Source: an optimization exercise on an open RTL-to-GDS flow (aim: small area and a short achievable clock period). Production flows keep margins and buffers that such runs may drop. The RTL was checked by simulation tests, not by an equivalence proof against the original design. Power figures rest on the tool's default switching activity, not on a simulated workload.

==> job 562: inputs <==
## fetch_unit_with_btb
module fetch_unit_with_btb (
    input clk,
    input reset,
    input stall,
    input flush,
    input branch_taken_execute,
    input [31:0] pc_execute,
    input [31:0] target_pc_execute,
    output [31:0] pc_out,
    output btb_hit,
    output [31:0] predicted_pc
);
export LEC_CHECK = 0
export CAP_MARGIN = 20
export CORE_MARGIN = 2
export CORE_UTILIZATION = 55
export SETUP_SLACK_MARGIN = 5.0
export SLEW_MARGIN = 20
export SYNTH_HIERARCHICAL = 1
export TNS_END_PERCENT = 100
create_clock -name core_clock -period 9.5 [get_ports {clk}]
standard.sh (not shown) runs the stock make flow with config.mk's settings and CLKGATE_MAP_FILE= SYNTH_SCRIPT=/design/flow/synth_recipe.tcl, a recipe that flattens the netlist after the stock synthesis.
==> flow/flow/run.sh <==
#!/bin/bash
set -o pipefail
bash standard.sh \
    MATCH_CELL_FOOTPRINT=0 \
    "BUFFER_PORTS_ARGS=-buffer_cell sky130_fd_sc_hd__buf_4" \
    "CTS_ARGS=-sink_clustering_enable -repair_clock_nets -dont_use_dummy_load -sink_clustering_size 24 -sink_clustering_max_diameter 80" \
    finish > flow.log 2>&1
==> inputs of job 1253, as changes to job 562 <==
--- a/flow/design.v
+++ b/flow/design.v
@@ -14,19 +14,18 @@
     reg [64*32-1:0] tgt_q;
     reg [64*2-1:0]  prd_q;
     reg [2*16-1:0]  ptr_q;
     reg [15:0]      full_q;
     reg [31:0] pc_q;
     reg        hit_q;       
     reg [31:0] pred_q;      
     reg [1:0]  hway_q;      
-    reg [15:0] dsa, dsa1n, dsa2, dsa3n;
-    wire [15:0] dsa1 = ~dsa1n;
-    wire [15:0] dsa3 = ~dsa3n;
+    reg [15:0] dsa, dsa1, dsa2, dsa3;
+    reg [15:0] p_dec;       
     reg [15:0] p_set;       
     reg [3:0]  p_wtag, p_wtgt, p_wprd;
     reg [3:0]  p_mt, p_mp, p_mg;    
     reg [25:0] p_tag;
     reg [31:0] p_tgt;
     reg [1:0]  p_prd;
     assign pc_out = pc_q;
     assign btb_hit = hit_q;
@@ -40,51 +39,51 @@
     endfunction
     wire        T  = branch_taken_execute;
     wire        en = branch_taken_execute | flush;
     wire [3:0]  sx = pc_execute[5:2];
     wire [25:0] tx = pc_execute[31:6];
     wire [3:0]  sa = pred_q[5:2];
     wire [25:0] ta = pred_q[31:6];
     wire [15:0] dsx, dst, dsu;
-    btb_dec16 udx (.a(sx), .y(dsx));
     genvar g, h;
     generate
         for (g = 0; g < 16; g = g + 1) begin : dec
+            assign dsx[g] = (sx == g);
             assign dst[g] = flush ? dsx[g] : dsa2[g];
             assign dsu[g] = flush ? dsx[g] : dsa3[g];
         end
     endgenerate
     wire [3:0] mt = p_mt;
     wire [3:0] mp = p_mp;
     wire [3:0] mg = p_mg;
-    wire bx = |(dsx & p_set);
+    wire bx = |(dsx & p_dec);
     wire pm_x = (p_tag == tx);           
     wire pm_a = (p_tag == ta);           
-    wire ba = |(dsa & p_set);
-    wire ba1 = |(dsa1 & p_set);
-    wire bt = |(dst & p_set);
-    wire bu = |(dsu & p_set);
+    wire ba = |(dsa & p_dec);
+    wire ba1 = |(dsa1 & p_dec);
+    wire bt = |(dst & p_dec);
+    wire bu = |(dsu & p_dec);
     wire [103:0] xtag, atag;
     wire [7:0]   xprd;
     wire [3:0]   aprd1;
     wire [1:0]   xptr, aptr;
     wire         xfull, afull;
     wire [127:0] trow;
     generate
         for (g = 0; g < 104; g = g + 1) begin : rtag
             wire [15:0] col;
             for (h = 0; h < 16; h = h + 1) begin : c
                 assign col[h] = tag_q[h*104 + g];
             end
-            btb_sel16f ux (.s(dsx), .d(col), .y(xtag[g]));
+            btb_sel16 ux (.s(dsx), .d(col), .y(xtag[g]));
             if (g < 52) begin : lo
-                btb_sel16f ua (.s(dsa), .d(col), .y(atag[g]));
+                btb_sel16 ua (.s(dsa), .d(col), .y(atag[g]));
             end else begin : hi
-                btb_sel16f ua (.s(dsa1), .d(col), .y(atag[g]));
+                btb_sel16 ua (.s(dsa1), .d(col), .y(atag[g]));
             end
         end
         for (g = 0; g < 8; g = g + 1) begin : rprd
             wire [15:0] col;
             for (h = 0; h < 16; h = h + 1) begin : c
                 assign col[h] = prd_q[h*8 + g];
             end
             wire rx;
@@ -138,51 +137,43 @@
             btb_cmp26 ux (.a(xtag[g*26 +: 26]), .b(tx), .v(xv[g]), .y(ex));
             btb_cmp26 ua (.a(atag[g*26 +: 26]), .b(ta), .v(av[g]), .y(ea));
             assign em[g] = (bx & mt[g]) ? (xv[g] & pm_x) : ex;
             assign am[g] = ((g < 2 ? ba : ba1) & mt[g]) ? (av[g] & pm_a) : ea;
         end
     endgenerate
     wire       found = |em;
     wire [1:0] hw = {em[3] | em[2], em[3] | em[1]};
-    wire [3:0] np1w, condw;
-    generate
-        for (g = 0; g < 4; g = g + 1) begin : pw
-            wire [1:0] o = xprd[g*2 +: 2];
-            assign condw[g] = (o == 2'b10 & ~T) | (o == 2'b01 & T);
-            assign np1w[g] = T ? (o != 2'b00) : (o == 2'b11);
-        end
-    endgenerate
     wire [1:0] op = ({2{em[0]}} & xprd[1:0]) | ({2{em[1]}} & xprd[3:2]) |
                     ({2{em[2]}} & xprd[5:4]) | ({2{em[3]}} & xprd[7:6]);
     wire cond = (op == 2'b10 & ~T) | (op == 2'b01 & T);    
     wire np1  = found ? (T ? (op != 2'b00) : (op == 2'b11)) : T;
     wire keep_t = found & ~cond;                            
     wire [3:0] fpdec = {xptr == 2'd3, xptr == 2'd2, xptr == 2'd1, xptr == 2'd0};
     wire [3:0] wsel = found ? em : fpdec;      
     wire [3:0] wtag = found ? 4'd0 : fpdec;    
-    wire [3:0] wtgt = (em & condw) | ({4{~found}} & fpdec);    
-    wire [7:0] pnw;                  
-    generate
-        for (g = 0; g < 4; g = g + 1) begin : pn
-            wire [1:0] o = xprd[g*2 +: 2];
-            assign pnw[g*2 +: 2] = T ? ((o == 2'b11) ? 2'b11 : o + 2'd1)
-                                     : ((o == 2'b00) ? 2'b00 : o - 2'd1);
-        end
-    endgenerate
-    wire [1:0] p_new = ({2{em[0]}} & pnw[1:0]) | ({2{em[1]}} & pnw[3:2]) |
-                       ({2{em[2]}} & pnw[5:4]) | ({2{em[3]}} & pnw[7:6]) |
-                       ({2{~found}} & {T, ~T});
+    wire [3:0] wtgt = found ? (em & {4{cond}}) : fpdec;    
+    wire [1:0] p_new = ~found ? {T, ~T} :
+                       T ? ((op == 2'b11) ? 2'b11 : op + 2'd1)
+                         : ((op == 2'b00) ? 2'b00 : op - 2'd1);
     wire [1:0] uway = found ? hw : xptr;
     wire [1:0] aw = {am[3] | am[2], am[3] | am[1]};
     wire [29:0] x_inc = inc30(pc_execute[31:2]);
     wire [29:0] q_inc = inc30(stall ? pc_q[31:2] : pred_q[31:2]);    
     wire sameN = en & (pred_q[31:2] == pc_execute[31:2]);
     wire sameS = en & (pc_q[31:2] == pc_execute[31:2]);
     wire uX = flush | sameN;    
+    wire [3:0] np1w, condw;
+    generate
+        for (g = 0; g < 4; g = g + 1) begin : pw
+            wire [1:0] o = xprd[g*2 +: 2];
+            assign condw[g] = (o == 2'b10 & ~T) | (o == 2'b01 & T);
+            assign np1w[g] = T ? (o != 2'b00) : (o == 2'b11);
+        end
+    endgenerate
     wire [3:0] evA = {4{en & (sa == sx)}} & fpdec;
     wire [3:0] cX = {4{uX}} & np1w & ~condw;         
     wire [3:0] cA = {4{~uX}} & aprd1 & ~evA;         
     wire [3:0] cF = {4{~uX}} & aprd1;
     wire [3:0] selT;
     wire selI, selX, selQ, selP, hit_n;
     btb_ctl uctl (.em(em), .am(am), .cX(cX), .cA(cA), .cF(cF), .cI({4{uX}} & np1w & condw),
                   .kw(np1w & ~condw), .iw(np1w & condw), .evA(evA), .uX(uX), .uXT(uX & T), .T(T),
@@ -198,58 +189,61 @@
             btb_pick8 u (.s({selP, selQ, selX, selI, selT}),
                          .d({pred_q[g], d_q[g], d_x[g], target_pc_execute[g],
                              trow[96+g], trow[64+g], trow[32+g], trow[g]}),
                          .y(pred_n[g]));
         end
     endgenerate
     wire [31:0] pc_n = stall ? pc_q : flush ? pc_execute : pred_q;
     wire [1:0]  hway_n = stall ? (sameS ? uway : hway_q) : (uX ? uway : aw);
-    wire [15:0] dsa_n, dsa2_n;
+    wire [15:0] dsa_n, dsa1_n, dsa2_n, dsa3_n;
     generate
         for (g = 0; g < 16; g = g + 1) begin : dn
             wire [6:0] d = {d_q[5:2] == g, d_x[5:2] == g, target_pc_execute[5:2] == g,
                             trow[101:98] == g, trow[69:66] == g, trow[37:34] == g, trow[5:2] == g};
             btb_pick8 u0 (.s({selP, selQ, selX, selI, selT}), .d({dsa[g], d}), .y(dsa_n[g]));
+            btb_pick8 u1 (.s({selP, selQ, selX, selI, selT}), .d({dsa1[g], d}), .y(dsa1_n[g]));
             btb_pick8 u2 (.s({selP, selQ, selX, selI, selT}), .d({dsa2[g], d}), .y(dsa2_n[g]));
+            btb_pick8 u3 (.s({selP, selQ, selX, selI, selT}), .d({dsa3[g], d}), .y(dsa3_n[g]));
         end
     endgenerate
     always @(posedge clk or posedge reset) begin
         if (reset) begin
             pc_q <= 32'd0;
             hit_q <= 1'b0;
             pred_q <= 32'd4;
             dsa <= 16'd2;
-            dsa1n <= ~16'd2;
+            dsa1 <= 16'd2;
             dsa2 <= 16'd2;
-            dsa3n <= ~16'd2;
+            dsa3 <= 16'd2;
         end else begin
             pc_q <= pc_n;
             hit_q <= hit_n;
             pred_q <= pred_n;
             dsa <= dsa_n;
-            dsa1n <= ~dsa_n;
+            dsa1 <= dsa1_n;
             dsa2 <= dsa2_n;
-            dsa3n <= ~dsa2_n;
+            dsa3 <= dsa3_n;
         end
     end
     always @(posedge clk)
         hway_q <= hway_n;
     always @(posedge clk or posedge reset) begin
         if (reset) begin
             p_mt <= 4'd0;
             p_mg <= 4'd0;
             p_mp <= 4'd0;
         end else begin
             p_mt <= wtag & {4{en}};
             p_mg <= wtgt & {4{en}};
             p_mp <= wsel & {4{en}};
         end
     end
     always @(posedge clk) begin
+        p_dec <= dsx;
         p_set <= dsx & {16{en}};
         p_wtag <= wtag;
         p_wtgt <= wtgt;
         p_wprd <= wsel;
         p_tag <= tx;
         p_tgt <= target_pc_execute;
         p_prd <= p_new;
     end
@@ -325,36 +319,39 @@
     assign d = (q & hold) | (wd & we);
 endmodule
 module btb_cmp26 (
     input [25:0] a,
     input [25:0] b,
     input v,
     output y
 );
-    wire [26:0] x = {~v, a ^ b};              
+    wire [26:0] x = {1'b0, a ^ b};            
     wire [8:0] n;                             
     wire [2:0] m;                             
     genvar k;
     generate
         for (k = 0; k < 9; k = k + 1) begin : g3
             btb_nor3 u (.a(x[3*k]), .b(x[3*k+1]), .c(x[3*k+2]), .y(n[k]));
         end
         for (k = 0; k < 3; k = k + 1) begin : g9
             btb_nand3 u (.a(n[3*k]), .b(n[3*k+1]), .c(n[3*k+2]), .y(m[k]));
         end
     endgenerate
-    btb_nor3 u (.a(m[0]), .b(m[1]), .c(m[2]), .y(y));
+    btb_nor4 u (.a(m[0]), .b(m[1]), .c(m[2]), .d(~v), .y(y));
 endmodule
 module btb_nor3 (input a, input b, input c, output y);
     assign y = ~(a | b | c);
 endmodule
 module btb_nand3 (input a, input b, input c, output y);
     assign y = ~(a & b & c);
 endmodule
+module btb_nor4 (input a, input b, input c, input d, output y);
+    assign y = ~(a | b | c | d);
+endmodule
 module btb_pick8 (
     input [7:0] s,
     input [7:0] d,
     output y
 );
     assign y = |(s & d);
 endmodule
 module btb_ctl (
@@ -391,54 +388,8 @@
     wire [3:0] amk = am & ~(evA & {4{~found}});
     assign selT = st & {4{~stall}};
     assign selI = stall ? (sameS & ~kS & iS) : (~anyT & anyI);
     assign selX = stall ? (sameS & ~kS & ~iS) : (~anyT & ~anyI & uX);
     assign selQ = stall ? (~sameS & evictS) : (~anyT & ~anyI & ~uX);
     assign selP = stall & (sameS ? kS : ~evictS);
     assign hit_n = stall ? (sameS | (hit_q & ~evictS)) : (uX | (|amk));
 endmodule
-module btb_dec16 (
-    input [3:0] a,
-    output [15:0] y
-);
-    wire [3:0] lo = {a[1] & a[0], a[1] & ~a[0], ~a[1] & a[0], ~a[1] & ~a[0]};
-    wire [3:0] hi = {a[3] & a[2], a[3] & ~a[2], ~a[3] & a[2], ~a[3] & ~a[2]};
-    genvar k;
-    generate
-        for (k = 0; k < 16; k = k + 1) begin : d
-            btb_and2 u (.a(lo[k % 4]), .b(hi[k / 4]), .y(y[k]));
-        end
-    endgenerate
-endmodule
-module btb_and2 (input a, input b, output y);
-    assign y = a & b;
-endmodule
-module btb_sel16f (
-    input [15:0] s,
-    input [15:0] d,
-    output y
-);
-    wire [3:0] q;
-    genvar k;
-    generate
-        for (k = 0; k < 4; k = k + 1) begin : g
-            btb_sel4 u (.s(s[4*k +: 4]), .d(d[4*k +: 4]), .y(q[k]));
-        end
-    endgenerate
-    wire n0, n1;
-    btb_nor2 u0 (.a(q[0]), .b(q[1]), .y(n0));
-    btb_nor2 u1 (.a(q[2]), .b(q[3]), .y(n1));
-    btb_nand2 u2 (.a(n0), .b(n1), .y(y));
-endmodule
-module btb_nor2 (input a, input b, output y);
-    assign y = ~(a | b);
-endmodule
-module btb_nand2 (input a, input b, output y);
-    assign y = ~(a & b);
-endmodule
-module btb_sel4 (
-    input [3:0] s,
-    input [3:0] d,
-    output y
-);
-    assign y = |(s & d);
-endmodule
TNS_END_PERCENT = 0   (was 100)
==> notes <==
- Job 562 ran to the end with no violations. Job 1253 finished clean.
- Between job 1253 and job 562, the lower global-route usage is in job 562 (gap 0.57 points).
- Utilization: job 562 is higher than job 1253 (0.88 points).
- In job 562 the total power is higher than in job 1253, by 0.67%.
- Cell count: job 562 is higher than job 1253 (about 9%).
- Clock power is about the same in job 562 and job 1253.
- Against job 1253, the die area of job 562 is larger by 2.2%.
- Against job 562, the worst hold slack of job 1253 is worse by 0.00059 ns.
- Cell area: job 1253 is lower than job 562 (3.5%).

-- separate check: timing with driven ports --
In the flow no input, the clock included, has a driving cell. The finished layouts below were timed again as built, in two steps.
Step 1: set_driving_cell puts a clkbuf_16 on clk and a buf_2 on each other input, an assumption about the parent block.
Step 2, shift: input delay + t, output delay - t, t = (earliest + latest rising clock arrival at the registers) / 2. This alone moves slack from input paths to output paths.
Three values: ideal, step 1, step 2; two values: the first two.
run | shift t [ns] | setup WS [ns] | worst register clock-pin slew, ns | cell pins on the clock port's net
job 562 | 1.068 | 3.517 / 3.397 / 2.329 | 0.10 / 0.10 | 1
job 1253 | 1.039 | 3.187 / 3.031 / 1.992 | 0.11 / 0.11 | 1
After both steps setup and hold are still met in every run listed. For job 1253, which loses most, drivers alone change the setup slack by -0.156 ns; drivers and shift together by -1.195 ns.
